Context: an optimization exercise on an open-source flow, tuned for small area, a short achievable clock period and few clock cycles. The choices shown serve that exercise and are no tape-out recipe.

Setup of build 58:
==> flow/design.v <==
module Top_lvl (clk,start,mem_addr,mem_data,MIN_WEIGHT,MIN_PATH_NODES,donee);
input clk,start;
output [17:0] mem_addr;
input [17:0] mem_data;
output [14:0] MIN_WEIGHT;
output [17:0] MIN_PATH_NODES;  
output reg donee;
localparam V0=3'd0, V1=3'd1, V2=3'd2, WK=3'd3, DN=3'd4, FIN=3'd5, V1B=3'd6, WK2=3'd7;
reg [2:0] st;
reg [3:0] d;             
reg [17:0] x;            
reg [14:0] bud;          
reg pr;                  
reg [14:0] wmin;         
reg [17:0] best;         
reg [3:0] bd;            
reg [2:0] T;             
reg tv;                  
reg [17:0] S [1:7];      
reg [1:0]  R [1:7];      
reg [14:0] W [1:7];      
reg tv2;
reg [2:0] T2;
integer l;
always @* begin
  tv2 = 1'b0; T2 = 3'd1;
  for (l = 1; l <= 7; l = l + 1)
    if (l < T && R[l] != 2'd0) begin tv2 = 1'b1; T2 = l; end
end
wire [2:0] bdm1 = bd[2:0] - 3'd1;       
wire [2:0] dm1 = d[2:0] - 3'd1;         
wire [17:0] sr = S[T];
wire [1:0] RT = R[T];
wire [17:0] nx1 = sr + 18'd1;           
wire [17:0] xk = x + {16'd0, st != WK2, st == V2 || st == WK2};    
wire [17:0] best1 = best + 18'd1;       
wire [17:0] na = tv ? nx1 : best1;      
wire v1 = (st == V1), v2 = (st == V2);
wire [11:0] w = mem_data[11:0];
wire [2:0] nc = mem_data[2:0];
wire prune = (bud[14:12] == 3'd0) && (w >= bud[11:0]);
wire guess = (bud[14:11] == 4'd0);      
wire d8 = d[3];                         
wire nc0 = (nc == 3'd0);
wire [14:0] bw = bud - {3'b000, w};     
wire [14:0] wp = wmin - ((st == V0) ? W[dm1] : v1 ? bw : bud);
wire fin = (v1 && (d8 || (guess && prune))) || (v2 && (pr || nc0));    
wire leaf = (v1 && d8 && !prune) || (v2 && !pr && nc0);              
wire over = (fin && !tv && !leaf) || (st == FIN);    
wire push = v2 && !pr && !nc0;
wire rx = (st == V1B) || (st == WK2) || (v1 && !(guess || d8));
wire [17:0] ra = rx ? xk : na;
wire [17:0] addr = (st == V0) ? mem_data : (push ? xk : ra);
assign mem_addr = start ? 18'd0 : addr;
assign MIN_WEIGHT = wmin;
assign MIN_PATH_NODES = (st != DN || d == 4'd1) ? 18'd0 : (d > bd) ? 18'h3FFFF : sr;
reg sw, rw, ww;
reg [2:0] si;
reg [17:0] sd;
reg [1:0] rd;
always @* begin
  sw = 1'b0; rw = 1'b0; ww = 1'b0; si = d[2:0]; sd = xk; rd = nc[1:0] - 2'd1;
  if (push) begin sw = 1'b1; rw = 1'b1; ww = 1'b1; end
  if (fin && tv) begin sw = 1'b1; rw = 1'b1; si = T; sd = nx1; rd = RT - 2'd1; end
  if (over) begin sw = (bd >= 4'd2); si = bdm1; sd = best; end
  if (st == WK) begin sw = 1'b1; si = dm1; sd = mem_data; end
end
always @(posedge clk) begin
  if (sw) S[si] <= sd;
  if (rw) R[si] <= rd;
  if (ww) W[si] <= wp;
end
always @(posedge clk) begin
  if (start) begin
    st <= V1; d <= 4'd1; x <= 18'd0;
    bud <= 15'h7FFF; wmin <= 15'h7FFF; donee <= 1'b0; tv <= 1'b0;
  end else begin
    case (st)
      V0: begin
        x <= mem_data;
        bud <= wp;
        st <= V1;
      end
      V1: begin
        bud <= bw;
        pr <= prune;
        st <= (guess && !prune) ? V1B : V2;
      end
      V1B: begin
        pr <= 1'b0;
        st <= V2;
      end
      V2: if (push) begin
        d <= d + 4'd1;
        st <= V0;
        if (nc[2:1] != 2'b00) begin T <= d[2:0]; tv <= 1'b1; end
      end
      WK: begin
        x <= mem_data;
        d <= d - 4'd1;
        st <= WK2;
        if (d == 4'd2) begin st <= DN; d <= 4'd2; T <= 3'd1; end
      end
      WK2: begin
        st <= WK;
        if (d == 4'd2) donee <= 1'b1;
      end
      DN: begin
        if (d <= 4'd8) d <= d + 4'd1;
        T <= T + 3'd1;
      end
      default: ;
    endcase
    if (leaf) begin wmin <= wp; best <= x; bd <= d; end
    if (fin) begin
      if (tv) begin
        d <= {1'b0, T} + 4'd1;
        st <= V0;
        if (RT == 2'd1) begin T <= T2; tv <= tv2; end
      end else if (leaf) st <= FIN;
    end
    if (over) begin
      d <= bd - 4'd1;
      if (bd >= 4'd3) begin
        st <= WK;
        if (bd == 4'd3) donee <= 1'b1;
      end else begin
        st <= DN; donee <= 1'b1; d <= 4'd1; T <= 3'd0;
      end
    end
  end
end
endmodule  
Settings: LEC_CHECK=0, CAP_MARGIN=20, CORE_MARGIN=2, CORE_UTILIZATION=40, SETUP_SLACK_MARGIN=3.0, SLEW_MARGIN=20; clock period 7.5 ns.
run.sh (not shown) runs the stock make flow with config.mk's settings and CLKGATE_MAP_FILE= SYNTH_SCRIPT=/design/flow/synth_recipe.tcl, a recipe that flattens the netlist after the stock synthesis.
Setup changes, build 58 to build 33
--- a/flow/design.v
+++ b/flow/design.v
@@ -44,5 +44,6 @@
 wire nc0 = (nc == 3'd0);
 wire [14:0] bw = bud - {3'b000, w};     
-wire [14:0] wp = wmin - ((st == V0) ? W[dm1] : v1 ? bw : bud);
+wire [14:0] wq = wmin - ((st == V0) ? W[dm1] : bud);
+wire [14:0] wx = wq + {3'b000, w};      
 wire fin = (v1 && (d8 || (guess && prune))) || (v2 && (pr || nc0));    
 wire leaf = (v1 && d8 && !prune) || (v2 && !pr && nc0);              
@@ -69,5 +70,5 @@
   if (sw) S[si] <= sd;
   if (rw) R[si] <= rd;
-  if (ww) W[si] <= wp;
+  if (ww) W[si] <= wq;
 end
 always @(posedge clk) begin
@@ -79,5 +80,5 @@
       V0: begin
         x <= mem_data;
-        bud <= wp;
+        bud <= wq;
         st <= V1;
       end
@@ -112,5 +113,5 @@
       default: ;
     endcase
-    if (leaf) begin wmin <= wp; best <= x; bd <= d; end
+    if (leaf) begin wmin <= v1 ? wx : wq; best <= x; bd <= d; end
     if (fin) begin
       if (tv) begin
--- outcome ---
- Build 33 | stages: all done | timing, DRC, antenna: all pass
- Post-synthesis share of cell area spent on and, or, nand and nor gates: build 33 lower than build 58
- Looking only at data arrival time at the worst-slack endpoint, and setting everything else aside, the lower value of build 33 and build 58 goes to build 33.
- [diff] design area, build 33 relative to build 58: regression
- Re number of CTS-inserted buffers: build 33 is 1 up on build 58.
- Re total congestion overflow after global routing: no difference whatsoever between build 58 and build 33.
- Core util | build 33 vs build 58 | build 33 higher
- Comparing build 33 and build 58, worst path buffer plus inverter count is lower on build 58.
- Looking only at final wirelength, and setting everything else aside, the higher value of build 33 and build 58 goes to build 33.
- Diff build 58 -> build 33: global-route wire length before repair went up about 3%, synthesis-to-layout area growth higher, total via count in the routed design picked up an extra about 5%.
- Minimum hold slack, build 33 and build 58: smaller value in build 33
No run of this note included a check of the RTL's function; only the layout flow was run.

## static timing again, ports no longer ideal
Ports are ideal in the flow. The routed layouts listed here were re-timed in OpenROAD. Step 1 assumes that a clkbuf_16 drives the clock port and a buf_2 every other input. Step 2, shift: input delay + t, output delay - t, t = (earliest + latest rising clock arrival at the registers) / 2. This alone moves slack from input paths to output paths. Slacks: ideal / step 1 / step 2; pairs: ideal / step 1.
run	t, ns	setup slack, ns	worst setup path after step 2	worst data-port slew with drivers (ns)
build 58	0.611	2.493 / 2.456 / 1.876	input to register	0.06
build 33	0.619	2.514 / 2.480 / 2.179	input to register	0.04
After both steps setup and hold are still met in every run listed. For build 58, which loses most, drivers alone change the setup slack by -0.037 ns; drivers and shift together by -0.617 ns.
